This is an optimization exercise on Yosys and OpenROAD, whose aim is small area and a short achievable clock period, not a production implementation.
RTL that was checked went through simulation tests only; none was proved equivalent to the original.
No functional check of the RTL was part of run 2.

==> flow/design.v (outline; a module is shown in full before it is edited, if it fits) <==
// module Correlation_32: 1708 lines
// module corr32_fa: 4 lines
// module corr32_maj: 3 lines
// module corr32_aoi: 3 lines
// module corr32_oai: 3 lines
// module corr32_nand2: 3 lines
// module corr32_nand3: 3 lines
// module corr32_nand4: 3 lines
// module corr32_ha: 4 lines
module Correlation_32(
    input [31:0] Num_1,
    input [31:0] Num_2,
    input [31:0] Num_3,
    input [31:0] Num_4,
    input [31:0] Num_5,
    input [31:0] Num_6,
    input [31:0] Num_7,
    input [31:0] Num_8,
    input [31:0] Num_9,
    input [31:0] Num_10,
    input [31:0] Num_11,
    input [31:0] Num_12,
    input [31:0] Num_13,
    input [31:0] Num_14,
    input [31:0] Num_15,
    input [31:0] Num_16,
    input [31:0] Target_Num,
    input Clock,
    input Reset,
    output reg [3:0] Out_4
    );
  // ...
==> flow/flow/run.sh <==
#!/bin/bash
# Standard ORFS layout (the standard.sh), with the port buffers made from the
# smallest buffer cell, and timing repair aiming for 32.9 ns of setup slack.
set -euo pipefail
export BUFFER_PORTS_ARGS="-buffer_cell sky130_fd_sc_hd__buf_1"
export SETUP_SLACK_MARGIN=32.9
bash standard.sh > standard.log 2>&1
==> flow/standard.sh <==
#!/bin/bash
# synth_recipe.tcl (not shown) runs the flow's synth.tcl, then flattens the netlist and writes it again
# the make line also repeats each setting of config.mk as NAME=value (left out here)
make -C /OpenROAD-flow-scripts/flow DESIGN_CONFIG=/design/flow/config.mk WORK_HOME=/design/flow/orfs CLKGATE_MAP_FILE= SYNTH_SCRIPT=/design/flow/synth_recipe.tcl "${@:-finish}"
==> flow/config.mk <==
export PLATFORM = sky130hd
export DESIGN_NAME = Correlation_32
export DESIGN_NICKNAME = Correlation_32
export VERILOG_FILES = /design/flow/design.v
export SDC_FILE = /design/flow/constraint.sdc
export NUM_CORES = 4
export LEC_CHECK = 0
export CAP_MARGIN = 20
export CORE_MARGIN = 2
export CORE_UTILIZATION = 55
export CTS_BUF_LIST = sky130_fd_sc_hd__clkbuf_2
export SLEW_MARGIN = 20
export SYNTH_HIERARCHICAL = 1
export SYNTH_MINIMUM_KEEP_SIZE = 0
==> flow/constraint.sdc <==
create_clock -name core_clock -period 50.0 [get_ports {Clock}]
set_input_delay 10.0000 -clock core_clock [delete_from_list [all_inputs] [get_ports {Clock}]]
set_output_delay 10.0000 -clock core_clock [all_outputs]
set_load 0.01 [all_outputs]
==> metrics.log, run 1 <==
[metrics] run status: no timing/DRC/antenna violations
[metrics] number of I/O port buffers: 549
[metrics] cts repair resizes: 13
[metrics] largest area contributor in the netlist: sky130_fd_sc_hd__fa_1
[metrics] capturing element of the worst setup path: Out_4[1]
[metrics] classification of the worst setup path: primary input to flip-flop
[metrics] global-route wire length before repair: between 90000 and 100000 µm
[metrics] multiplexer share of the synthesized area: 0%
[metrics] routed length on met2: 32800 µm
[metrics] buffer type at the clock tree root: sky130_fd_sc_hd__clkbuf_2
[metrics] mean instance size in the synthesized netlist: 11.4 µm²
[metrics] Levels on crit path: 25
[metrics] fraction of post-synthesis cell area in the top cell type by area: around 47%
[metrics] data arrival time of the worst path: 16.97 ns
[metrics] post-synthesis cell count: roughly 1600
[metrics] transition time at the pin with the least slew margin: roughly 0.95 ns
[metrics] total routing usage reported by global routing: between 40 and 50%
[metrics] largest register by flop count: Out_4
[metrics] count of plain and timing-repair buffers in the layout: between 500 and 600
[metrics] compound-gate portion of the synthesized area: between 1 and 1.5%
[metrics] commonest non-fill, non-tap cell in the layout: sky130_fd_sc_hd__buf_1
[metrics] CP max stage delay: roughly 0.51 ns
[metrics] RSZ-0062 raised after global routing: false
[metrics] final hold violation count: 0
[metrics] fraction of area in registers: 0.497%
[metrics] clk_buf instances: 3
[metrics] number of flops mapped to enable cells by yosys: 0
[metrics] Synth top cells by count: sky130_fd_sc_hd__xor2_1, sky130_fd_sc_hd__fa_1, sky130_fd_sc_hd__maj3_2, sky130_fd_sc_hd__nand4_1, sky130_fd_sc_hd__inv_1
==> run 2: changes to the inputs <==
--- a/flow/design.v
+++ b/flow/design.v
@@ -1046,69 +1046,81 @@
   corr32_fa u_p15_25 (.a(p15_c19), .b(p15_c20), .c(p15_s24), .s(p15_s25), .co(p15_c25));
   corr32_fa u_p15_26 (.a(p15_c21), .b(p15_s25), .c(p15_c22), .s(p15_s26), .co(p15_c26));
   corr32_ha u_p15_27 (.a(p15_c23), .b(p15_s26), .s(p15_s27), .co(p15_c27));
   corr32_fa u_p15_28 (.a(p15_c24), .b(p15_c25), .c(p15_c26), .s(p15_s28), .co(p15_c28));
   corr32_ha u_p15_29 (.a(p15_c27), .b(p15_s28), .s(p15_s29), .co(p15_c29));
   corr32_ha u_p15_30 (.a(p15_c28), .b(p15_c29), .s(p15_s30), .co(p15_c30));
   assign d0[15] = {p15_c30, p15_s30, p15_s29, p15_s27, p15_s23, p15_s15};
   wire [5:0] m0_na = ~d0[0];
-  wire [6:0] m0_c;   
+  wire [5:3] m0_g = d0[1][5:3] & m0_na[5:3];
+  wire [5:3] m0_p = d0[1][5:3] | m0_na[5:3];
+  wire [6:1] m0_c;   
   assign m0_c[1] = d0[1][0] | m0_na[0];
   corr32_maj u_m0_1 (.a(d0[1][1]), .b(m0_na[1]), .c(m0_c[1]), .y(m0_c[2]));
   corr32_maj u_m0_2 (.a(d0[1][2]), .b(m0_na[2]), .c(m0_c[2]), .y(m0_c[3]));
-  corr32_maj u_m0_3 (.a(d0[1][3]), .b(m0_na[3]), .c(m0_c[3]), .y(m0_c[4]));
-  corr32_maj u_m0_4 (.a(d0[1][4]), .b(m0_na[4]), .c(m0_c[4]), .y(m0_c[5]));
-  corr32_maj u_m0_5 (.a(d0[1][5]), .b(m0_na[5]), .c(m0_c[5]), .y(m0_c[6]));
-  wire q1_0_lt10 = ~m0_c[6];
+  corr32_aoi u_m0_3 (.a(m0_p[3]), .b(m0_c[3]), .c(m0_g[3]), .y(m0_c[4]));
+  corr32_oai u_m0_4 (.a(~m0_p[4]), .b(m0_c[4]), .c(~m0_g[4]), .y(m0_c[5]));
+  corr32_aoi u_m0_5 (.a(m0_p[5]), .b(m0_c[5]), .c(m0_g[5]), .y(m0_c[6]));
+  wire q1_0_lt10 = m0_c[6];
   wire [5:0] m1_na = ~d0[0];
-  wire [6:0] m1_c;   
+  wire [5:3] m1_g = d0[2][5:3] & m1_na[5:3];
+  wire [5:3] m1_p = d0[2][5:3] | m1_na[5:3];
+  wire [6:1] m1_c;   
   assign m1_c[1] = d0[2][0] | m1_na[0];
   corr32_maj u_m1_1 (.a(d0[2][1]), .b(m1_na[1]), .c(m1_c[1]), .y(m1_c[2]));
   corr32_maj u_m1_2 (.a(d0[2][2]), .b(m1_na[2]), .c(m1_c[2]), .y(m1_c[3]));
-  corr32_maj u_m1_3 (.a(d0[2][3]), .b(m1_na[3]), .c(m1_c[3]), .y(m1_c[4]));
-  corr32_maj u_m1_4 (.a(d0[2][4]), .b(m1_na[4]), .c(m1_c[4]), .y(m1_c[5]));
-  corr32_maj u_m1_5 (.a(d0[2][5]), .b(m1_na[5]), .c(m1_c[5]), .y(m1_c[6]));
-  wire q1_0_lt20 = ~m1_c[6];
+  corr32_aoi u_m1_3 (.a(m1_p[3]), .b(m1_c[3]), .c(m1_g[3]), .y(m1_c[4]));
+  corr32_oai u_m1_4 (.a(~m1_p[4]), .b(m1_c[4]), .c(~m1_g[4]), .y(m1_c[5]));
+  corr32_aoi u_m1_5 (.a(m1_p[5]), .b(m1_c[5]), .c(m1_g[5]), .y(m1_c[6]));
+  wire q1_0_lt20 = m1_c[6];
   wire [5:0] m2_na = ~d0[1];
-  wire [6:0] m2_c;   
+  wire [5:3] m2_g = d0[2][5:3] & m2_na[5:3];
+  wire [5:3] m2_p = d0[2][5:3] | m2_na[5:3];
+  wire [6:1] m2_c;   
   assign m2_c[1] = d0[2][0] | m2_na[0];
   corr32_maj u_m2_1 (.a(d0[2][1]), .b(m2_na[1]), .c(m2_c[1]), .y(m2_c[2]));
   corr32_maj u_m2_2 (.a(d0[2][2]), .b(m2_na[2]), .c(m2_c[2]), .y(m2_c[3]));
-  corr32_maj u_m2_3 (.a(d0[2][3]), .b(m2_na[3]), .c(m2_c[3]), .y(m2_c[4]));
-  corr32_maj u_m2_4 (.a(d0[2][4]), .b(m2_na[4]), .c(m2_c[4]), .y(m2_c[5]));
-  corr32_maj u_m2_5 (.a(d0[2][5]), .b(m2_na[5]), .c(m2_c[5]), .y(m2_c[6]));
-  wire q1_0_lt21 = ~m2_c[6];
+  corr32_aoi u_m2_3 (.a(m2_p[3]), .b(m2_c[3]), .c(m2_g[3]), .y(m2_c[4]));
+  corr32_oai u_m2_4 (.a(~m2_p[4]), .b(m2_c[4]), .c(~m2_g[4]), .y(m2_c[5]));
+  corr32_aoi u_m2_5 (.a(m2_p[5]), .b(m2_c[5]), .c(m2_g[5]), .y(m2_c[6]));
+  wire q1_0_lt21 = m2_c[6];
   wire [5:0] m3_na = ~d0[0];
-  wire [6:0] m3_c;   
+  wire [5:3] m3_g = d0[3][5:3] & m3_na[5:3];
+  wire [5:3] m3_p = d0[3][5:3] | m3_na[5:3];
+  wire [6:1] m3_c;   
   assign m3_c[1] = d0[3][0] | m3_na[0];
   corr32_maj u_m3_1 (.a(d0[3][1]), .b(m3_na[1]), .c(m3_c[1]), .y(m3_c[2]));
   corr32_maj u_m3_2 (.a(d0[3][2]), .b(m3_na[2]), .c(m3_c[2]), .y(m3_c[3]));
-  corr32_maj u_m3_3 (.a(d0[3][3]), .b(m3_na[3]), .c(m3_c[3]), .y(m3_c[4]));
-  corr32_maj u_m3_4 (.a(d0[3][4]), .b(m3_na[4]), .c(m3_c[4]), .y(m3_c[5]));
-  corr32_maj u_m3_5 (.a(d0[3][5]), .b(m3_na[5]), .c(m3_c[5]), .y(m3_c[6]));
-  wire q1_0_lt30 = ~m3_c[6];
+  corr32_aoi u_m3_3 (.a(m3_p[3]), .b(m3_c[3]), .c(m3_g[3]), .y(m3_c[4]));
+  corr32_oai u_m3_4 (.a(~m3_p[4]), .b(m3_c[4]), .c(~m3_g[4]), .y(m3_c[5]));
+  corr32_aoi u_m3_5 (.a(m3_p[5]), .b(m3_c[5]), .c(m3_g[5]), .y(m3_c[6]));
+  wire q1_0_lt30 = m3_c[6];
   wire [5:0] m4_na = ~d0[1];
-  wire [6:0] m4_c;   
+  wire [5:3] m4_g = d0[3][5:3] & m4_na[5:3];
+  wire [5:3] m4_p = d0[3][5:3] | m4_na[5:3];
+  wire [6:1] m4_c;   
   assign m4_c[1] = d0[3][0] | m4_na[0];
   corr32_maj u_m4_1 (.a(d0[3][1]), .b(m4_na[1]), .c(m4_c[1]), .y(m4_c[2]));
   corr32_maj u_m4_2 (.a(d0[3][2]), .b(m4_na[2]), .c(m4_c[2]), .y(m4_c[3]));
-  corr32_maj u_m4_3 (.a(d0[3][3]), .b(m4_na[3]), .c(m4_c[3]), .y(m4_c[4]));
-  corr32_maj u_m4_4 (.a(d0[3][4]), .b(m4_na[4]), .c(m4_c[4]), .y(m4_c[5]));
-  corr32_maj u_m4_5 (.a(d0[3][5]), .b(m4_na[5]), .c(m4_c[5]), .y(m4_c[6]));
-  wire q1_0_lt31 = ~m4_c[6];
+  corr32_aoi u_m4_3 (.a(m4_p[3]), .b(m4_c[3]), .c(m4_g[3]), .y(m4_c[4]));
+  corr32_oai u_m4_4 (.a(~m4_p[4]), .b(m4_c[4]), .c(~m4_g[4]), .y(m4_c[5]));
+  corr32_aoi u_m4_5 (.a(m4_p[5]), .b(m4_c[5]), .c(m4_g[5]), .y(m4_c[6]));
+  wire q1_0_lt31 = m4_c[6];
   wire [5:0] m5_na = ~d0[2];
-  wire [6:0] m5_c;   
+  wire [5:3] m5_g = d0[3][5:3] & m5_na[5:3];
+  wire [5:3] m5_p = d0[3][5:3] | m5_na[5:3];
+  wire [6:1] m5_c;   
   assign m5_c[1] = d0[3][0] | m5_na[0];
   corr32_maj u_m5_1 (.a(d0[3][1]), .b(m5_na[1]), .c(m5_c[1]), .y(m5_c[2]));
   corr32_maj u_m5_2 (.a(d0[3][2]), .b(m5_na[2]), .c(m5_c[2]), .y(m5_c[3]));
-  corr32_maj u_m5_3 (.a(d0[3][3]), .b(m5_na[3]), .c(m5_c[3]), .y(m5_c[4]));
-  corr32_maj u_m5_4 (.a(d0[3][4]), .b(m5_na[4]), .c(m5_c[4]), .y(m5_c[5]));
-  corr32_maj u_m5_5 (.a(d0[3][5]), .b(m5_na[5]), .c(m5_c[5]), .y(m5_c[6]));
-  wire q1_0_lt32 = ~m5_c[6];
+  corr32_aoi u_m5_3 (.a(m5_p[3]), .b(m5_c[3]), .c(m5_g[3]), .y(m5_c[4]));
+  corr32_oai u_m5_4 (.a(~m5_p[4]), .b(m5_c[4]), .c(~m5_g[4]), .y(m5_c[5]));
+  corr32_aoi u_m5_5 (.a(m5_p[5]), .b(m5_c[5]), .c(m5_g[5]), .y(m5_c[6]));
+  wire q1_0_lt32 = m5_c[6];
   wire q1_0_w0 = ~q1_0_lt10 & ~q1_0_lt20 & ~q1_0_lt30;
   wire q1_0_w1 = q1_0_lt10 & ~q1_0_lt21 & ~q1_0_lt31;
   wire q1_0_w2 = q1_0_lt20 & q1_0_lt21 & ~q1_0_lt32;
   wire q1_0_w3 = q1_0_lt30 & q1_0_lt31 & q1_0_lt32;
   wire q1_0_lt10_n = ~q1_0_lt10;
   wire q1_0_lt20_n = ~q1_0_lt20;
   wire q1_0_lt21_n = ~q1_0_lt21;
   wire q1_0_lt30_n = ~q1_0_lt30;
@@ -1191,69 +1203,81 @@
   corr32_nand4 u_q1_0_n34 (.a(q1_0_lt30), .b(q1_0_lt31), .c(q1_0_lt32), .d(d0[3][5]), .y(q1_0_n34));
   wire q1_0_n35;
   corr32_nand4 u_q1_0_n35 (.a(q1_0_n31), .b(q1_0_n32), .c(q1_0_n33), .d(q1_0_n34), .y(q1_0_n35));
   wire q1_0_v5 = q1_0_n35;
   wire i1_0_0 = q1_0_n2;
   wire i1_0_1 = q1_0_n5;
   wire [5:0] v1_0 = {q1_0_v5, q1_0_v4, q1_0_v3, q1_0_v2, q1_0_v1, q1_0_v0};
   wire [5:0] m6_na = ~d0[4];
-  wire [6:0] m6_c;   
+  wire [5:3] m6_g = d0[5][5:3] & m6_na[5:3];
+  wire [5:3] m6_p = d0[5][5:3] | m6_na[5:3];
+  wire [6:1] m6_c;   
   assign m6_c[1] = d0[5][0] | m6_na[0];
   corr32_maj u_m6_1 (.a(d0[5][1]), .b(m6_na[1]), .c(m6_c[1]), .y(m6_c[2]));
   corr32_maj u_m6_2 (.a(d0[5][2]), .b(m6_na[2]), .c(m6_c[2]), .y(m6_c[3]));
-  corr32_maj u_m6_3 (.a(d0[5][3]), .b(m6_na[3]), .c(m6_c[3]), .y(m6_c[4]));
-  corr32_maj u_m6_4 (.a(d0[5][4]), .b(m6_na[4]), .c(m6_c[4]), .y(m6_c[5]));
-  corr32_maj u_m6_5 (.a(d0[5][5]), .b(m6_na[5]), .c(m6_c[5]), .y(m6_c[6]));
-  wire q1_1_lt10 = ~m6_c[6];
+  corr32_aoi u_m6_3 (.a(m6_p[3]), .b(m6_c[3]), .c(m6_g[3]), .y(m6_c[4]));
+  corr32_oai u_m6_4 (.a(~m6_p[4]), .b(m6_c[4]), .c(~m6_g[4]), .y(m6_c[5]));
+  corr32_aoi u_m6_5 (.a(m6_p[5]), .b(m6_c[5]), .c(m6_g[5]), .y(m6_c[6]));
+  wire q1_1_lt10 = m6_c[6];
   wire [5:0] m7_na = ~d0[4];
-  wire [6:0] m7_c;   
+  wire [5:3] m7_g = d0[6][5:3] & m7_na[5:3];
+  wire [5:3] m7_p = d0[6][5:3] | m7_na[5:3];
+  wire [6:1] m7_c;   
   assign m7_c[1] = d0[6][0] | m7_na[0];
   corr32_maj u_m7_1 (.a(d0[6][1]), .b(m7_na[1]), .c(m7_c[1]), .y(m7_c[2]));
   corr32_maj u_m7_2 (.a(d0[6][2]), .b(m7_na[2]), .c(m7_c[2]), .y(m7_c[3]));
-  corr32_maj u_m7_3 (.a(d0[6][3]), .b(m7_na[3]), .c(m7_c[3]), .y(m7_c[4]));
-  corr32_maj u_m7_4 (.a(d0[6][4]), .b(m7_na[4]), .c(m7_c[4]), .y(m7_c[5]));
-  corr32_maj u_m7_5 (.a(d0[6][5]), .b(m7_na[5]), .c(m7_c[5]), .y(m7_c[6]));
-  wire q1_1_lt20 = ~m7_c[6];
+  corr32_aoi u_m7_3 (.a(m7_p[3]), .b(m7_c[3]), .c(m7_g[3]), .y(m7_c[4]));
+  corr32_oai u_m7_4 (.a(~m7_p[4]), .b(m7_c[4]), .c(~m7_g[4]), .y(m7_c[5]));
+  corr32_aoi u_m7_5 (.a(m7_p[5]), .b(m7_c[5]), .c(m7_g[5]), .y(m7_c[6]));
+  wire q1_1_lt20 = m7_c[6];
   wire [5:0] m8_na = ~d0[5];
-  wire [6:0] m8_c;   
+  wire [5:3] m8_g = d0[6][5:3] & m8_na[5:3];
+  wire [5:3] m8_p = d0[6][5:3] | m8_na[5:3];
+  wire [6:1] m8_c;   
   assign m8_c[1] = d0[6][0] | m8_na[0];
   corr32_maj u_m8_1 (.a(d0[6][1]), .b(m8_na[1]), .c(m8_c[1]), .y(m8_c[2]));
   corr32_maj u_m8_2 (.a(d0[6][2]), .b(m8_na[2]), .c(m8_c[2]), .y(m8_c[3]));
-  corr32_maj u_m8_3 (.a(d0[6][3]), .b(m8_na[3]), .c(m8_c[3]), .y(m8_c[4]));
-  corr32_maj u_m8_4 (.a(d0[6][4]), .b(m8_na[4]), .c(m8_c[4]), .y(m8_c[5]));
-  corr32_maj u_m8_5 (.a(d0[6][5]), .b(m8_na[5]), .c(m8_c[5]), .y(m8_c[6]));
-  wire q1_1_lt21 = ~m8_c[6];
+  corr32_aoi u_m8_3 (.a(m8_p[3]), .b(m8_c[3]), .c(m8_g[3]), .y(m8_c[4]));
+  corr32_oai u_m8_4 (.a(~m8_p[4]), .b(m8_c[4]), .c(~m8_g[4]), .y(m8_c[5]));
+  corr32_aoi u_m8_5 (.a(m8_p[5]), .b(m8_c[5]), .c(m8_g[5]), .y(m8_c[6]));
+  wire q1_1_lt21 = m8_c[6];
   wire [5:0] m9_na = ~d0[4];
-  wire [6:0] m9_c;   
+  wire [5:3] m9_g = d0[7][5:3] & m9_na[5:3];
+  wire [5:3] m9_p = d0[7][5:3] | m9_na[5:3];
+  wire [6:1] m9_c;   
   assign m9_c[1] = d0[7][0] | m9_na[0];
   corr32_maj u_m9_1 (.a(d0[7][1]), .b(m9_na[1]), .c(m9_c[1]), .y(m9_c[2]));
   corr32_maj u_m9_2 (.a(d0[7][2]), .b(m9_na[2]), .c(m9_c[2]), .y(m9_c[3]));
-  corr32_maj u_m9_3 (.a(d0[7][3]), .b(m9_na[3]), .c(m9_c[3]), .y(m9_c[4]));
-  corr32_maj u_m9_4 (.a(d0[7][4]), .b(m9_na[4]), .c(m9_c[4]), .y(m9_c[5]));
-  corr32_maj u_m9_5 (.a(d0[7][5]), .b(m9_na[5]), .c(m9_c[5]), .y(m9_c[6]));
-  wire q1_1_lt30 = ~m9_c[6];
+  corr32_aoi u_m9_3 (.a(m9_p[3]), .b(m9_c[3]), .c(m9_g[3]), .y(m9_c[4]));
+  corr32_oai u_m9_4 (.a(~m9_p[4]), .b(m9_c[4]), .c(~m9_g[4]), .y(m9_c[5]));
+  corr32_aoi u_m9_5 (.a(m9_p[5]), .b(m9_c[5]), .c(m9_g[5]), .y(m9_c[6]));
+  wire q1_1_lt30 = m9_c[6];
   wire [5:0] m10_na = ~d0[5];
-  wire [6:0] m10_c;   
+  wire [5:3] m10_g = d0[7][5:3] & m10_na[5:3];
+  wire [5:3] m10_p = d0[7][5:3] | m10_na[5:3];
+  wire [6:1] m10_c;   
   assign m10_c[1] = d0[7][0] | m10_na[0];
   corr32_maj u_m10_1 (.a(d0[7][1]), .b(m10_na[1]), .c(m10_c[1]), .y(m10_c[2]));
   corr32_maj u_m10_2 (.a(d0[7][2]), .b(m10_na[2]), .c(m10_c[2]), .y(m10_c[3]));
-  corr32_maj u_m10_3 (.a(d0[7][3]), .b(m10_na[3]), .c(m10_c[3]), .y(m10_c[4]));
-  corr32_maj u_m10_4 (.a(d0[7][4]), .b(m10_na[4]), .c(m10_c[4]), .y(m10_c[5]));
-  corr32_maj u_m10_5 (.a(d0[7][5]), .b(m10_na[5]), .c(m10_c[5]), .y(m10_c[6]));
-  wire q1_1_lt31 = ~m10_c[6];
+  corr32_aoi u_m10_3 (.a(m10_p[3]), .b(m10_c[3]), .c(m10_g[3]), .y(m10_c[4]));
+  corr32_oai u_m10_4 (.a(~m10_p[4]), .b(m10_c[4]), .c(~m10_g[4]), .y(m10_c[5]));
+  corr32_aoi u_m10_5 (.a(m10_p[5]), .b(m10_c[5]), .c(m10_g[5]), .y(m10_c[6]));
+  wire q1_1_lt31 = m10_c[6];
   wire [5:0] m11_na = ~d0[6];
-  wire [6:0] m11_c;   
+  wire [5:3] m11_g = d0[7][5:3] & m11_na[5:3];
+  wire [5:3] m11_p = d0[7][5:3] | m11_na[5:3];
+  wire [6:1] m11_c;   
   assign m11_c[1] = d0[7][0] | m11_na[0];
   corr32_maj u_m11_1 (.a(d0[7][1]), .b(m11_na[1]), .c(m11_c[1]), .y(m11_c[2]));
   corr32_maj u_m11_2 (.a(d0[7][2]), .b(m11_na[2]), .c(m11_c[2]), .y(m11_c[3]));
-  corr32_maj u_m11_3 (.a(d0[7][3]), .b(m11_na[3]), .c(m11_c[3]), .y(m11_c[4]));
-  corr32_maj u_m11_4 (.a(d0[7][4]), .b(m11_na[4]), .c(m11_c[4]), .y(m11_c[5]));
-  corr32_maj u_m11_5 (.a(d0[7][5]), .b(m11_na[5]), .c(m11_c[5]), .y(m11_c[6]));
-  wire q1_1_lt32 = ~m11_c[6];
+  corr32_aoi u_m11_3 (.a(m11_p[3]), .b(m11_c[3]), .c(m11_g[3]), .y(m11_c[4]));
+  corr32_oai u_m11_4 (.a(~m11_p[4]), .b(m11_c[4]), .c(~m11_g[4]), .y(m11_c[5]));
+  corr32_aoi u_m11_5 (.a(m11_p[5]), .b(m11_c[5]), .c(m11_g[5]), .y(m11_c[6]));
+  wire q1_1_lt32 = m11_c[6];
   wire q1_1_w0 = ~q1_1_lt10 & ~q1_1_lt20 & ~q1_1_lt30;
   wire q1_1_w1 = q1_1_lt10 & ~q1_1_lt21 & ~q1_1_lt31;
   wire q1_1_w2 = q1_1_lt20 & q1_1_lt21 & ~q1_1_lt32;
   wire q1_1_w3 = q1_1_lt30 & q1_1_lt31 & q1_1_lt32;
   wire q1_1_lt10_n = ~q1_1_lt10;
   wire q1_1_lt20_n = ~q1_1_lt20;
   wire q1_1_lt21_n = ~q1_1_lt21;
   wire q1_1_lt30_n = ~q1_1_lt30;
@@ -1336,69 +1360,81 @@
   corr32_nand4 u_q1_1_n34 (.a(q1_1_lt30), .b(q1_1_lt31), .c(q1_1_lt32), .d(d0[7][5]), .y(q1_1_n34));
   wire q1_1_n35;
   corr32_nand4 u_q1_1_n35 (.a(q1_1_n31), .b(q1_1_n32), .c(q1_1_n33), .d(q1_1_n34), .y(q1_1_n35));
   wire q1_1_v5 = q1_1_n35;
   wire i1_1_0 = q1_1_n2;
   wire i1_1_1 = q1_1_n5;
   wire [5:0] v1_1 = {q1_1_v5, q1_1_v4, q1_1_v3, q1_1_v2, q1_1_v1, q1_1_v0};
   wire [5:0] m12_na = ~d0[8];
-  wire [6:0] m12_c;   
+  wire [5:3] m12_g = d0[9][5:3] & m12_na[5:3];
+  wire [5:3] m12_p = d0[9][5:3] | m12_na[5:3];
+  wire [6:1] m12_c;   
   assign m12_c[1] = d0[9][0] | m12_na[0];
   corr32_maj u_m12_1 (.a(d0[9][1]), .b(m12_na[1]), .c(m12_c[1]), .y(m12_c[2]));
   corr32_maj u_m12_2 (.a(d0[9][2]), .b(m12_na[2]), .c(m12_c[2]), .y(m12_c[3]));
-  corr32_maj u_m12_3 (.a(d0[9][3]), .b(m12_na[3]), .c(m12_c[3]), .y(m12_c[4]));
-  corr32_maj u_m12_4 (.a(d0[9][4]), .b(m12_na[4]), .c(m12_c[4]), .y(m12_c[5]));
-  corr32_maj u_m12_5 (.a(d0[9][5]), .b(m12_na[5]), .c(m12_c[5]), .y(m12_c[6]));
-  wire q1_2_lt10 = ~m12_c[6];
+  corr32_aoi u_m12_3 (.a(m12_p[3]), .b(m12_c[3]), .c(m12_g[3]), .y(m12_c[4]));
+  corr32_oai u_m12_4 (.a(~m12_p[4]), .b(m12_c[4]), .c(~m12_g[4]), .y(m12_c[5]));
+  corr32_aoi u_m12_5 (.a(m12_p[5]), .b(m12_c[5]), .c(m12_g[5]), .y(m12_c[6]));
+  wire q1_2_lt10 = m12_c[6];
   wire [5:0] m13_na = ~d0[8];
-  wire [6:0] m13_c;   
+  wire [5:3] m13_g = d0[10][5:3] & m13_na[5:3];
+  wire [5:3] m13_p = d0[10][5:3] | m13_na[5:3];
+  wire [6:1] m13_c;   
   assign m13_c[1] = d0[10][0] | m13_na[0];
   corr32_maj u_m13_1 (.a(d0[10][1]), .b(m13_na[1]), .c(m13_c[1]), .y(m13_c[2]));
   corr32_maj u_m13_2 (.a(d0[10][2]), .b(m13_na[2]), .c(m13_c[2]), .y(m13_c[3]));
-  corr32_maj u_m13_3 (.a(d0[10][3]), .b(m13_na[3]), .c(m13_c[3]), .y(m13_c[4]));
-  corr32_maj u_m13_4 (.a(d0[10][4]), .b(m13_na[4]), .c(m13_c[4]), .y(m13_c[5]));
-  corr32_maj u_m13_5 (.a(d0[10][5]), .b(m13_na[5]), .c(m13_c[5]), .y(m13_c[6]));
-  wire q1_2_lt20 = ~m13_c[6];
+  corr32_aoi u_m13_3 (.a(m13_p[3]), .b(m13_c[3]), .c(m13_g[3]), .y(m13_c[4]));
+  corr32_oai u_m13_4 (.a(~m13_p[4]), .b(m13_c[4]), .c(~m13_g[4]), .y(m13_c[5]));
+  corr32_aoi u_m13_5 (.a(m13_p[5]), .b(m13_c[5]), .c(m13_g[5]), .y(m13_c[6]));
+  wire q1_2_lt20 = m13_c[6];
   wire [5:0] m14_na = ~d0[9];
-  wire [6:0] m14_c;   
+  wire [5:3] m14_g = d0[10][5:3] & m14_na[5:3];
+  wire [5:3] m14_p = d0[10][5:3] | m14_na[5:3];
+  wire [6:1] m14_c;   
   assign m14_c[1] = d0[10][0] | m14_na[0];
   corr32_maj u_m14_1 (.a(d0[10][1]), .b(m14_na[1]), .c(m14_c[1]), .y(m14_c[2]));
   corr32_maj u_m14_2 (.a(d0[10][2]), .b(m14_na[2]), .c(m14_c[2]), .y(m14_c[3]));
-  corr32_maj u_m14_3 (.a(d0[10][3]), .b(m14_na[3]), .c(m14_c[3]), .y(m14_c[4]));
-  corr32_maj u_m14_4 (.a(d0[10][4]), .b(m14_na[4]), .c(m14_c[4]), .y(m14_c[5]));
-  corr32_maj u_m14_5 (.a(d0[10][5]), .b(m14_na[5]), .c(m14_c[5]), .y(m14_c[6]));
-  wire q1_2_lt21 = ~m14_c[6];
+  corr32_aoi u_m14_3 (.a(m14_p[3]), .b(m14_c[3]), .c(m14_g[3]), .y(m14_c[4]));
+  corr32_oai u_m14_4 (.a(~m14_p[4]), .b(m14_c[4]), .c(~m14_g[4]), .y(m14_c[5]));
+  corr32_aoi u_m14_5 (.a(m14_p[5]), .b(m14_c[5]), .c(m14_g[5]), .y(m14_c[6]));
+  wire q1_2_lt21 = m14_c[6];
   wire [5:0] m15_na = ~d0[8];
-  wire [6:0] m15_c;   
+  wire [5:3] m15_g = d0[11][5:3] & m15_na[5:3];
+  wire [5:3] m15_p = d0[11][5:3] | m15_na[5:3];
+  wire [6:1] m15_c;   
   assign m15_c[1] = d0[11][0] | m15_na[0];
   corr32_maj u_m15_1 (.a(d0[11][1]), .b(m15_na[1]), .c(m15_c[1]), .y(m15_c[2]));
   corr32_maj u_m15_2 (.a(d0[11][2]), .b(m15_na[2]), .c(m15_c[2]), .y(m15_c[3]));
-  corr32_maj u_m15_3 (.a(d0[11][3]), .b(m15_na[3]), .c(m15_c[3]), .y(m15_c[4]));
-  corr32_maj u_m15_4 (.a(d0[11][4]), .b(m15_na[4]), .c(m15_c[4]), .y(m15_c[5]));
-  corr32_maj u_m15_5 (.a(d0[11][5]), .b(m15_na[5]), .c(m15_c[5]), .y(m15_c[6]));
-  wire q1_2_lt30 = ~m15_c[6];
+  corr32_aoi u_m15_3 (.a(m15_p[3]), .b(m15_c[3]), .c(m15_g[3]), .y(m15_c[4]));
+  corr32_oai u_m15_4 (.a(~m15_p[4]), .b(m15_c[4]), .c(~m15_g[4]), .y(m15_c[5]));
+  corr32_aoi u_m15_5 (.a(m15_p[5]), .b(m15_c[5]), .c(m15_g[5]), .y(m15_c[6]));
+  wire q1_2_lt30 = m15_c[6];
   wire [5:0] m16_na = ~d0[9];
-  wire [6:0] m16_c;   
+  wire [5:3] m16_g = d0[11][5:3] & m16_na[5:3];
+  wire [5:3] m16_p = d0[11][5:3] | m16_na[5:3];
+  wire [6:1] m16_c;   
   assign m16_c[1] = d0[11][0] | m16_na[0];
   corr32_maj u_m16_1 (.a(d0[11][1]), .b(m16_na[1]), .c(m16_c[1]), .y(m16_c[2]));
   corr32_maj u_m16_2 (.a(d0[11][2]), .b(m16_na[2]), .c(m16_c[2]), .y(m16_c[3]));
-  corr32_maj u_m16_3 (.a(d0[11][3]), .b(m16_na[3]), .c(m16_c[3]), .y(m16_c[4]));
-  corr32_maj u_m16_4 (.a(d0[11][4]), .b(m16_na[4]), .c(m16_c[4]), .y(m16_c[5]));
-  corr32_maj u_m16_5 (.a(d0[11][5]), .b(m16_na[5]), .c(m16_c[5]), .y(m16_c[6]));
-  wire q1_2_lt31 = ~m16_c[6];
+  corr32_aoi u_m16_3 (.a(m16_p[3]), .b(m16_c[3]), .c(m16_g[3]), .y(m16_c[4]));
+  corr32_oai u_m16_4 (.a(~m16_p[4]), .b(m16_c[4]), .c(~m16_g[4]), .y(m16_c[5]));
+  corr32_aoi u_m16_5 (.a(m16_p[5]), .b(m16_c[5]), .c(m16_g[5]), .y(m16_c[6]));
+  wire q1_2_lt31 = m16_c[6];
   wire [5:0] m17_na = ~d0[10];
-  wire [6:0] m17_c;   
+  wire [5:3] m17_g = d0[11][5:3] & m17_na[5:3];
+  wire [5:3] m17_p = d0[11][5:3] | m17_na[5:3];
+  wire [6:1] m17_c;   
   assign m17_c[1] = d0[11][0] | m17_na[0];
   corr32_maj u_m17_1 (.a(d0[11][1]), .b(m17_na[1]), .c(m17_c[1]), .y(m17_c[2]));
   corr32_maj u_m17_2 (.a(d0[11][2]), .b(m17_na[2]), .c(m17_c[2]), .y(m17_c[3]));
-  corr32_maj u_m17_3 (.a(d0[11][3]), .b(m17_na[3]), .c(m17_c[3]), .y(m17_c[4]));
-  corr32_maj u_m17_4 (.a(d0[11][4]), .b(m17_na[4]), .c(m17_c[4]), .y(m17_c[5]));
-  corr32_maj u_m17_5 (.a(d0[11][5]), .b(m17_na[5]), .c(m17_c[5]), .y(m17_c[6]));
-  wire q1_2_lt32 = ~m17_c[6];
+  corr32_aoi u_m17_3 (.a(m17_p[3]), .b(m17_c[3]), .c(m17_g[3]), .y(m17_c[4]));
+  corr32_oai u_m17_4 (.a(~m17_p[4]), .b(m17_c[4]), .c(~m17_g[4]), .y(m17_c[5]));
+  corr32_aoi u_m17_5 (.a(m17_p[5]), .b(m17_c[5]), .c(m17_g[5]), .y(m17_c[6]));
+  wire q1_2_lt32 = m17_c[6];
   wire q1_2_w0 = ~q1_2_lt10 & ~q1_2_lt20 & ~q1_2_lt30;
   wire q1_2_w1 = q1_2_lt10 & ~q1_2_lt21 & ~q1_2_lt31;
   wire q1_2_w2 = q1_2_lt20 & q1_2_lt21 & ~q1_2_lt32;
   wire q1_2_w3 = q1_2_lt30 & q1_2_lt31 & q1_2_lt32;
   wire q1_2_lt10_n = ~q1_2_lt10;
   wire q1_2_lt20_n = ~q1_2_lt20;
   wire q1_2_lt21_n = ~q1_2_lt21;
   wire q1_2_lt30_n = ~q1_2_lt30;
@@ -1481,69 +1517,81 @@
   corr32_nand4 u_q1_2_n34 (.a(q1_2_lt30), .b(q1_2_lt31), .c(q1_2_lt32), .d(d0[11][5]), .y(q1_2_n34));
   wire q1_2_n35;
   corr32_nand4 u_q1_2_n35 (.a(q1_2_n31), .b(q1_2_n32), .c(q1_2_n33), .d(q1_2_n34), .y(q1_2_n35));
   wire q1_2_v5 = q1_2_n35;
   wire i1_2_0 = q1_2_n2;
   wire i1_2_1 = q1_2_n5;
   wire [5:0] v1_2 = {q1_2_v5, q1_2_v4, q1_2_v3, q1_2_v2, q1_2_v1, q1_2_v0};
   wire [5:0] m18_na = ~d0[12];
-  wire [6:0] m18_c;   
+  wire [5:3] m18_g = d0[13][5:3] & m18_na[5:3];
+  wire [5:3] m18_p = d0[13][5:3] | m18_na[5:3];
+  wire [6:1] m18_c;   
   assign m18_c[1] = d0[13][0] | m18_na[0];
   corr32_maj u_m18_1 (.a(d0[13][1]), .b(m18_na[1]), .c(m18_c[1]), .y(m18_c[2]));
   corr32_maj u_m18_2 (.a(d0[13][2]), .b(m18_na[2]), .c(m18_c[2]), .y(m18_c[3]));
-  corr32_maj u_m18_3 (.a(d0[13][3]), .b(m18_na[3]), .c(m18_c[3]), .y(m18_c[4]));
-  corr32_maj u_m18_4 (.a(d0[13][4]), .b(m18_na[4]), .c(m18_c[4]), .y(m18_c[5]));
-  corr32_maj u_m18_5 (.a(d0[13][5]), .b(m18_na[5]), .c(m18_c[5]), .y(m18_c[6]));
-  wire q1_3_lt10 = ~m18_c[6];
+  corr32_aoi u_m18_3 (.a(m18_p[3]), .b(m18_c[3]), .c(m18_g[3]), .y(m18_c[4]));
+  corr32_oai u_m18_4 (.a(~m18_p[4]), .b(m18_c[4]), .c(~m18_g[4]), .y(m18_c[5]));
+  corr32_aoi u_m18_5 (.a(m18_p[5]), .b(m18_c[5]), .c(m18_g[5]), .y(m18_c[6]));
+  wire q1_3_lt10 = m18_c[6];
   wire [5:0] m19_na = ~d0[12];
-  wire [6:0] m19_c;   
+  wire [5:3] m19_g = d0[14][5:3] & m19_na[5:3];
+  wire [5:3] m19_p = d0[14][5:3] | m19_na[5:3];
+  wire [6:1] m19_c;   
   assign m19_c[1] = d0[14][0] | m19_na[0];
   corr32_maj u_m19_1 (.a(d0[14][1]), .b(m19_na[1]), .c(m19_c[1]), .y(m19_c[2]));
   corr32_maj u_m19_2 (.a(d0[14][2]), .b(m19_na[2]), .c(m19_c[2]), .y(m19_c[3]));
-  corr32_maj u_m19_3 (.a(d0[14][3]), .b(m19_na[3]), .c(m19_c[3]), .y(m19_c[4]));
-  corr32_maj u_m19_4 (.a(d0[14][4]), .b(m19_na[4]), .c(m19_c[4]), .y(m19_c[5]));
-  corr32_maj u_m19_5 (.a(d0[14][5]), .b(m19_na[5]), .c(m19_c[5]), .y(m19_c[6]));
-  wire q1_3_lt20 = ~m19_c[6];
+  corr32_aoi u_m19_3 (.a(m19_p[3]), .b(m19_c[3]), .c(m19_g[3]), .y(m19_c[4]));
+  corr32_oai u_m19_4 (.a(~m19_p[4]), .b(m19_c[4]), .c(~m19_g[4]), .y(m19_c[5]));
+  corr32_aoi u_m19_5 (.a(m19_p[5]), .b(m19_c[5]), .c(m19_g[5]), .y(m19_c[6]));
+  wire q1_3_lt20 = m19_c[6];
   wire [5:0] m20_na = ~d0[13];
-  wire [6:0] m20_c;   
+  wire [5:3] m20_g = d0[14][5:3] & m20_na[5:3];
+  wire [5:3] m20_p = d0[14][5:3] | m20_na[5:3];
+  wire [6:1] m20_c;   
   assign m20_c[1] = d0[14][0] | m20_na[0];
   corr32_maj u_m20_1 (.a(d0[14][1]), .b(m20_na[1]), .c(m20_c[1]), .y(m20_c[2]));
   corr32_maj u_m20_2 (.a(d0[14][2]), .b(m20_na[2]), .c(m20_c[2]), .y(m20_c[3]));
-  corr32_maj u_m20_3 (.a(d0[14][3]), .b(m20_na[3]), .c(m20_c[3]), .y(m20_c[4]));
-  corr32_maj u_m20_4 (.a(d0[14][4]), .b(m20_na[4]), .c(m20_c[4]), .y(m20_c[5]));
-  corr32_maj u_m20_5 (.a(d0[14][5]), .b(m20_na[5]), .c(m20_c[5]), .y(m20_c[6]));
-  wire q1_3_lt21 = ~m20_c[6];
+  corr32_aoi u_m20_3 (.a(m20_p[3]), .b(m20_c[3]), .c(m20_g[3]), .y(m20_c[4]));
+  corr32_oai u_m20_4 (.a(~m20_p[4]), .b(m20_c[4]), .c(~m20_g[4]), .y(m20_c[5]));
+  corr32_aoi u_m20_5 (.a(m20_p[5]), .b(m20_c[5]), .c(m20_g[5]), .y(m20_c[6]));
+  wire q1_3_lt21 = m20_c[6];
   wire [5:0] m21_na = ~d0[12];
-  wire [6:0] m21_c;   
+  wire [5:3] m21_g = d0[15][5:3] & m21_na[5:3];
+  wire [5:3] m21_p = d0[15][5:3] | m21_na[5:3];
+  wire [6:1] m21_c;   
   assign m21_c[1] = d0[15][0] | m21_na[0];
   corr32_maj u_m21_1 (.a(d0[15][1]), .b(m21_na[1]), .c(m21_c[1]), .y(m21_c[2]));
   corr32_maj u_m21_2 (.a(d0[15][2]), .b(m21_na[2]), .c(m21_c[2]), .y(m21_c[3]));
-  corr32_maj u_m21_3 (.a(d0[15][3]), .b(m21_na[3]), .c(m21_c[3]), .y(m21_c[4]));
-  corr32_maj u_m21_4 (.a(d0[15][4]), .b(m21_na[4]), .c(m21_c[4]), .y(m21_c[5]));
-  corr32_maj u_m21_5 (.a(d0[15][5]), .b(m21_na[5]), .c(m21_c[5]), .y(m21_c[6]));
-  wire q1_3_lt30 = ~m21_c[6];
+  corr32_aoi u_m21_3 (.a(m21_p[3]), .b(m21_c[3]), .c(m21_g[3]), .y(m21_c[4]));
+  corr32_oai u_m21_4 (.a(~m21_p[4]), .b(m21_c[4]), .c(~m21_g[4]), .y(m21_c[5]));
+  corr32_aoi u_m21_5 (.a(m21_p[5]), .b(m21_c[5]), .c(m21_g[5]), .y(m21_c[6]));
+  wire q1_3_lt30 = m21_c[6];
   wire [5:0] m22_na = ~d0[13];
-  wire [6:0] m22_c;   
+  wire [5:3] m22_g = d0[15][5:3] & m22_na[5:3];
+  wire [5:3] m22_p = d0[15][5:3] | m22_na[5:3];
+  wire [6:1] m22_c;   
   assign m22_c[1] = d0[15][0] | m22_na[0];
   corr32_maj u_m22_1 (.a(d0[15][1]), .b(m22_na[1]), .c(m22_c[1]), .y(m22_c[2]));
   corr32_maj u_m22_2 (.a(d0[15][2]), .b(m22_na[2]), .c(m22_c[2]), .y(m22_c[3]));
-  corr32_maj u_m22_3 (.a(d0[15][3]), .b(m22_na[3]), .c(m22_c[3]), .y(m22_c[4]));
-  corr32_maj u_m22_4 (.a(d0[15][4]), .b(m22_na[4]), .c(m22_c[4]), .y(m22_c[5]));
-  corr32_maj u_m22_5 (.a(d0[15][5]), .b(m22_na[5]), .c(m22_c[5]), .y(m22_c[6]));
-  wire q1_3_lt31 = ~m22_c[6];
+  corr32_aoi u_m22_3 (.a(m22_p[3]), .b(m22_c[3]), .c(m22_g[3]), .y(m22_c[4]));
+  corr32_oai u_m22_4 (.a(~m22_p[4]), .b(m22_c[4]), .c(~m22_g[4]), .y(m22_c[5]));
+  corr32_aoi u_m22_5 (.a(m22_p[5]), .b(m22_c[5]), .c(m22_g[5]), .y(m22_c[6]));
+  wire q1_3_lt31 = m22_c[6];
   wire [5:0] m23_na = ~d0[14];
-  wire [6:0] m23_c;   
+  wire [5:3] m23_g = d0[15][5:3] & m23_na[5:3];
+  wire [5:3] m23_p = d0[15][5:3] | m23_na[5:3];
+  wire [6:1] m23_c;   
   assign m23_c[1] = d0[15][0] | m23_na[0];
   corr32_maj u_m23_1 (.a(d0[15][1]), .b(m23_na[1]), .c(m23_c[1]), .y(m23_c[2]));
   corr32_maj u_m23_2 (.a(d0[15][2]), .b(m23_na[2]), .c(m23_c[2]), .y(m23_c[3]));
-  corr32_maj u_m23_3 (.a(d0[15][3]), .b(m23_na[3]), .c(m23_c[3]), .y(m23_c[4]));
-  corr32_maj u_m23_4 (.a(d0[15][4]), .b(m23_na[4]), .c(m23_c[4]), .y(m23_c[5]));
-  corr32_maj u_m23_5 (.a(d0[15][5]), .b(m23_na[5]), .c(m23_c[5]), .y(m23_c[6]));
-  wire q1_3_lt32 = ~m23_c[6];
+  corr32_aoi u_m23_3 (.a(m23_p[3]), .b(m23_c[3]), .c(m23_g[3]), .y(m23_c[4]));
+  corr32_oai u_m23_4 (.a(~m23_p[4]), .b(m23_c[4]), .c(~m23_g[4]), .y(m23_c[5]));
+  corr32_aoi u_m23_5 (.a(m23_p[5]), .b(m23_c[5]), .c(m23_g[5]), .y(m23_c[6]));
+  wire q1_3_lt32 = m23_c[6];
   wire q1_3_w0 = ~q1_3_lt10 & ~q1_3_lt20 & ~q1_3_lt30;
   wire q1_3_w1 = q1_3_lt10 & ~q1_3_lt21 & ~q1_3_lt31;
   wire q1_3_w2 = q1_3_lt20 & q1_3_lt21 & ~q1_3_lt32;
   wire q1_3_w3 = q1_3_lt30 & q1_3_lt31 & q1_3_lt32;
   wire q1_3_lt10_n = ~q1_3_lt10;
   wire q1_3_lt20_n = ~q1_3_lt20;
   wire q1_3_lt21_n = ~q1_3_lt21;
   wire q1_3_lt30_n = ~q1_3_lt30;
==> flow/flow/run.sh (replaced) <==
#!/bin/bash
# Standard ORFS layout (the standard.sh), with the port buffers made from the
# smallest buffer cell, and timing repair aiming for 33.2 ns of setup slack.
set -euo pipefail
export BUFFER_PORTS_ARGS="-buffer_cell sky130_fd_sc_hd__buf_1"
export SETUP_SLACK_MARGIN=33.2
bash standard.sh > standard.log 2>&1
==> flow/config.mk (replaced) <==
export PLATFORM = sky130hd
export DESIGN_NAME = Correlation_32
export DESIGN_NICKNAME = Correlation_32
export VERILOG_FILES = /design/flow/design.v
export SDC_FILE = /design/flow/constraint.sdc
export NUM_CORES = 4
export LEC_CHECK = 0
export CAP_MARGIN = 20
export CORE_MARGIN = 2
export CORE_UTILIZATION = 60
export CTS_BUF_LIST = sky130_fd_sc_hd__clkbuf_2
export SLEW_MARGIN = 20
export SYNTH_HIERARCHICAL = 1
export SYNTH_MINIMUM_KEEP_SIZE = 0
==> run 2 against run 1 <==
  * Design area grew 4.5%
  * Sequential share of layout area is essentially flat
  * Worst hold slack improved by 0.012 ns
  * Via count up 7.0%
  * Cell count is 4.1% higher
  * Count of clock-buffer cells in the layout stayed put
  * Wire length is 0.74% higher
  * Utilization increased by 7.2 points
  * Non-clock buffer count grew 14
==> metrics.log, run 2 <==
[metrics] total non-filler cell area in the finished layout: 21000 µm² (was 20100 µm²)
[metrics] worst-path fanout max: 16 (unchanged)
[metrics] final weighted congestion in routability-driven placement: 0.989 (was 1.01)
[metrics] final period demand of the worst path: 16.55 ns (was 16.88 ns)
[metrics] Synth top cells by count: sky130_fd_sc_hd__xor2_1, sky130_fd_sc_hd__fa_1, sky130_fd_sc_hd__nand2b_1 (was sky130_fd_sc_hd__xor2_1, sky130_fd_sc_hd__fa_1, sky130_fd_sc_hd__maj3_2, sky130_fd_sc_hd__nand4_1, sky130_fd_sc_hd__inv_1)
[metrics] Final Routed Wirelength: 68000 µm (was 67500 µm)
[metrics] Maximum Capacitance Violations: 0 (unchanged)
[metrics] synth top area cells: sky130_fd_sc_hd__fa_1, sky130_fd_sc_hd__xor2_1, sky130_fd_sc_hd__ha_1, sky130_fd_sc_hd__nand2b_1, sky130_fd_sc_hd__nand4_1 (was sky130_fd_sc_hd__fa_1, sky130_fd_sc_hd__xor2_1, sky130_fd_sc_hd__maj3_2, sky130_fd_sc_hd__ha_1, sky130_fd_sc_hd__nand4_1)
[metrics] number of I/O port buffers: 549 (unchanged)
[metrics] DRC violations left: 0 (unchanged)
[metrics] cts bufs inserted: 3 (unchanged)
[metrics] buffer type at the clock tree root: sky130_fd_sc_hd__clkbuf_2 (unchanged)
[metrics] distinct cell type count after synthesis: 21 (unchanged)
[metrics] number of pins with negative max-slew slack in the final report: 0 (unchanged)
[metrics] total number of placement rows: 63 (was 65)
[metrics] number of global-route vias before repair: 16476 (was 16032)
[metrics] Longest Clk Path Bufs: 2 (unchanged)
[metrics] fraction of the cycle the final worst path needs: 33.1% (was 33.8%)
[metrics] mean instance size in the synthesized netlist: 10.9 µm² (was 11.4 µm²)
[metrics] full die area: 31700 µm² (was 33600 µm²)
[metrics] number of iterations in the first detailed-routing pass: 5 (was 7)
[metrics] # clock sinks: 4 (unchanged)
[metrics] number of flops mapped to enable cells by yosys: 0 (unchanged)
[metrics] kind of start point of the critical path: primary input (unchanged)
[metrics] fraction of final layout cells with drive strength greater than 1: 8.44% (was 8.60%)
[metrics] Layout Nets: 3212 (was 3090)
[metrics] post-synthesis sequential element count: 4 (unchanged)
[metrics] type of destination of the critical path: flip-flop (unchanged)
[metrics] average via count per standard cell: 5.92 (was 5.77)
[metrics] final setup violation count: 0 (unchanged)
[metrics] clock-pin slew of the registers on the worst-case setup and hold paths: 0.05 ns (was 0.08 ns)
[metrics] instance area at placement: 20400 µm² (was 19900 µm²)
[metrics] post-synthesis cell count: 1666 (was 1558)
[metrics] count of nets left with antenna violations after detail routing: 0 (unchanged)
[metrics] via count of the routed design: 15175 (was 14182)
[metrics] global-route wire length before repair: 97300 µm (was 98000 µm)
[metrics] worst-case headroom to the max-slew limit: 38.5% (was 36.9%)
[metrics] commonest cells after routing, fill and taps aside: sky130_fd_sc_hd__buf_1, sky130_fd_sc_hd__xor2_1, sky130_fd_sc_hd__fa_1, sky130_fd_sc_hd__nand2b_1, sky130_fd_sc_hd__nand4_1 (was sky130_fd_sc_hd__buf_1, sky130_fd_sc_hd__xor2_1, sky130_fd_sc_hd__fa_1, sky130_fd_sc_hd__maj3_2, sky130_fd_sc_hd__nand4_1)
[metrics] final hold violation count: 0 (unchanged)
[metrics] commonest non-fill, non-tap cell in the layout: sky130_fd_sc_hd__buf_1 (unchanged)
[metrics] total routing usage reported by global routing: 42.9% (was 40.9%)
[metrics] cell total after placement: 2542 (was 2445)
[metrics] Top Registers: Out_4 (4) (unchanged)
[metrics] WL per Instance: 26.5 µm (was 27.4 µm)
[metrics] I/O pin count: 550 (unchanged)
[metrics] fillcell total: 2285 (was 2672)
[metrics] sequential cell area: 100 µm² (unchanged)
[metrics] fraction of post-synthesis cell area in the top cell type by area: 45.8% (was 47.0%)
[metrics] die height: 178 µm (was 183 µm)
[metrics] area of the mapped netlist: 18200 µm² (was 17700 µm²)
[metrics] CTS tree: built (unchanged)
[metrics] required time at the worst-slack endpoint: 50.09 ns (was 50.10 ns)
[metrics] die width: 178 µm (was 183 µm)
[metrics] Fmax achieved: 60.4 MHz (was 59.3 MHz)
[metrics] number of antenna violations at the first check in global routing: 4 (was 11)
[metrics] Area Overhead vs Synth: 15.6% (was 13.7%)
[metrics] sequential area share after synthesis: 0.550% (was 0.565%)
[metrics] share of flip-flops with an asynchronous set or reset: 100% (unchanged)
[metrics] maximum number of pins on one net before global-route repair: 17 (unchanged)
[metrics] data arrival time of the worst path: 16.63 ns (was 16.97 ns)
[metrics] number of warnings printed during yosys synthesis: 7 (unchanged)
[metrics] Synthesized Nets: 2708 (was 2600)
[metrics] RSZ-0062 raised after global routing: false (unchanged)
[metrics] residual overflow from global routing: 0 (unchanged)
[metrics] classification of the worst setup path: primary input to flip-flop (unchanged)
[metrics] run status: no timing/DRC/antenna violations (unchanged)
[metrics] H-tree levels: 1 (unchanged)
[metrics] transition time at the pin with the least slew margin: 0.923 ns (was 0.946 ns)
[metrics] starting density of the core: 61.2% (was 56.0%)
[metrics] placeable core region: 29700 µm² (was 31600 µm²)
[metrics] largest register by flop count: Out_4 (unchanged)
[metrics] non-filler instance count after layout: 2562 (was 2460)
[metrics] setup TNS: 0 ns (unchanged)
[metrics] final HPWL from detailed placement: 53500 µm (was 55400 µm)
[metrics] library cell with the highest instance count after synthesis: sky130_fd_sc_hd__xor2_1 (unchanged)
[metrics] type of the most critical hold path: primary input to asynchronous set/reset pin (unchanged)
[metrics] Largest register FFs: 4 (unchanged)
[metrics] First DRT Iteration DRCs: 1067 (was 842)
[metrics] hold_buf cts: 0 (unchanged)
[metrics] largest area contributor in the netlist: sky130_fd_sc_hd__fa_1 (unchanged)
[metrics] area used by multi-input combinational logic: 17800 µm² (was 16900 µm²)
[metrics] most frequently used flop master after synthesis: sky130_fd_sc_hd__dfrtp_1 (unchanged)
[metrics] end-of-flow core utilization: 70.8% (was 63.6%)
[run 2: cell types whose count changed in the layout (fill, tap and decap cells not counted), moves of 14 or more]
cell / before / now
sky130_fd_sc_hd__inv_1: 85 / 49
sky130_fd_sc_hd__maj3_2: 120 / 48
sky130_fd_sc_hd__nor2b_1: 30 / 102
sky130_fd_sc_hd__nand2b_1: 60 / 132
sky130_fd_sc_hd__a21oi_4: 0 / 21
sky130_fd_sc_hd__o21ai_1: 12 / 36
sky130_fd_sc_hd__buf_4: 4 / 18
sky130_fd_sc_hd__a21oi_2: 18 / 45
[run 2: through the flow]
stage               hold WS (ns)  setup slack [ns]
global route                9.68             33.19
floorplan                   9.77             33.76
detailed placement          9.89             32.61
CTS                         9.66             33.21
global placement            9.89             32.67
finish                      9.67             33.45
[run 2: area by class of cell]
type	instances	area share (%)
Multi-Input combinational cell	1549	84.6
Timing Repair Buffer	563	11.6
Tap cell	390	2.32
Inverter	49	0.874
Sequential cell	4	0.476
Clock buffer	3	0.0714
Antenna cell	4	0.0476
[run 2: worst max path at each step]
stage                        start  endpoint  slack [ns]  cells past startpoint
global placement    Target_Num[24]  Out_4[0]       32.67                     26
floorplan           Target_Num[13]  Out_4[0]       33.76                     27
CTS                 Target_Num[19]  Out_4[1]       33.21                     26
finish              Target_Num[27]  Out_4[1]       33.45                     26
global route        Target_Num[27]  Out_4[1]       33.19                     26
detailed placement  Target_Num[24]  Out_4[1]       32.61                     26
[run 2: Yosys stat by module (local to each module, per instance)]
module          times used  cell area [µm²]  cells inside
Correlation_32           1             6710           876
corr32_aoi              66             8.76             1
corr32_fa              416             20.0             1
corr32_ha               80             12.5             1
corr32_maj              48             11.3             1
corr32_nand2             8             3.75             1
corr32_nand3            16             5.00             1
corr32_nand4           120             6.26             1
corr32_oai              36             5.00             1
[run 2: per-layer routing]
metal  part of all wire (%)  routed length, µm  up-vias  global-route usage [%]
met4                    7.1               4820        0                    25.3
met2                     48              32300     1012                    70.5
met5                      0                  0        -                       0
met1                     34              23400     7516                    50.3
met3                     11               7430      252                    12.3
li1                       -                  -     6395                       -
[run 2: worst max-delay path, stage by stage]
cell and delay (ns):
sky130_fd_sc_hd__buf_6 0.31, sky130_fd_sc_hd__xor2_1 0.29, sky130_fd_sc_hd__fa_1 0.49, sky130_fd_sc_hd__fa_1 0.53, sky130_fd_sc_hd__fa_1 0.43, sky130_fd_sc_hd__ha_1 0.21, sky130_fd_sc_hd__fa_1 0.39, sky130_fd_sc_hd__fa_1 0.39
sky130_fd_sc_hd__fa_1 0.46, sky130_fd_sc_hd__ha_1 0.20, sky130_fd_sc_hd__ha_1 0.39, sky130_fd_sc_hd__nor2b_1 0.17, sky130_fd_sc_hd__o21ai_1 0.10, sky130_fd_sc_hd__a21oi_4 0.24, sky130_fd_sc_hd__inv_1 0.16, sky130_fd_sc_hd__nand4_1 0.11
sky130_fd_sc_hd__nand4_1 0.27, sky130_fd_sc_hd__nand2b_1 0.26, sky130_fd_sc_hd__a21oi_2 0.13, sky130_fd_sc_hd__o21ai_1 0.11, sky130_fd_sc_hd__a21oi_2 0.13, sky130_fd_sc_hd__o21ai_1 0.09, sky130_fd_sc_hd__a21oi_2 0.15, sky130_fd_sc_hd__nor2_1 0.09
sky130_fd_sc_hd__a32o_1 0.26, sky130_fd_sc_hd__a221o_1 0.27
[run 2: logic make-up (layout without fill, tap and decap cells)]
logic type               after synthesis  count (layout)  synth area share (%)
buffers and inverters                113             615                  3.21
AND/OR/NAND/NOR                      386             386                  13.0
flip-flops                             4               4                 0.550
other                                  0               4                     0
AO/OA/AOI/OAI                        107             107                  4.41
adder cells (fa/ha/maj)              544             544                  54.2
XOR/XNOR                             512             512                  24.6
[run 2: what timing repair did]
item	4_1_cts	5_1_grt
endpoints found under the setup margin	2	4
buffers inserted	0	13
gates resized for setup	36	99
pin swaps	0	7

==> separate check: timing with driven ports <==
Ports are ideal in the flow. The routed layouts listed here were re-timed in OpenROAD. Step 1 assumes that a clkbuf_16 drives the clock port and a buf_2 every other input. Step 2 adds t to the input delays and takes it off the output delays; t is the mean of the earliest and latest rising clock arrival at the registers after step 1. Input paths then give back, and output paths get back, about the clock's delay inside the block. Slacks: ideal ports / drivers / drivers and shift; pairs: ideal ports / drivers.
run	t (ns)	setup slack, ns	hold WS [ns]	worst data-port slew with drivers (ns)	pins driven straight from the clock port
run 1	0.246	33.125 / 33.116 / 32.869	9.654 / 9.650 / 9.897	0.14	1
run 2	0.225	33.454 / 33.434 / 33.210	9.666 / 9.669 / 9.893	0.14	1
After both steps every run listed still meets setup and hold. For run 1, which loses most, drivers alone change the setup slack by -0.009 ns; drivers and shift together by -0.256 ns.
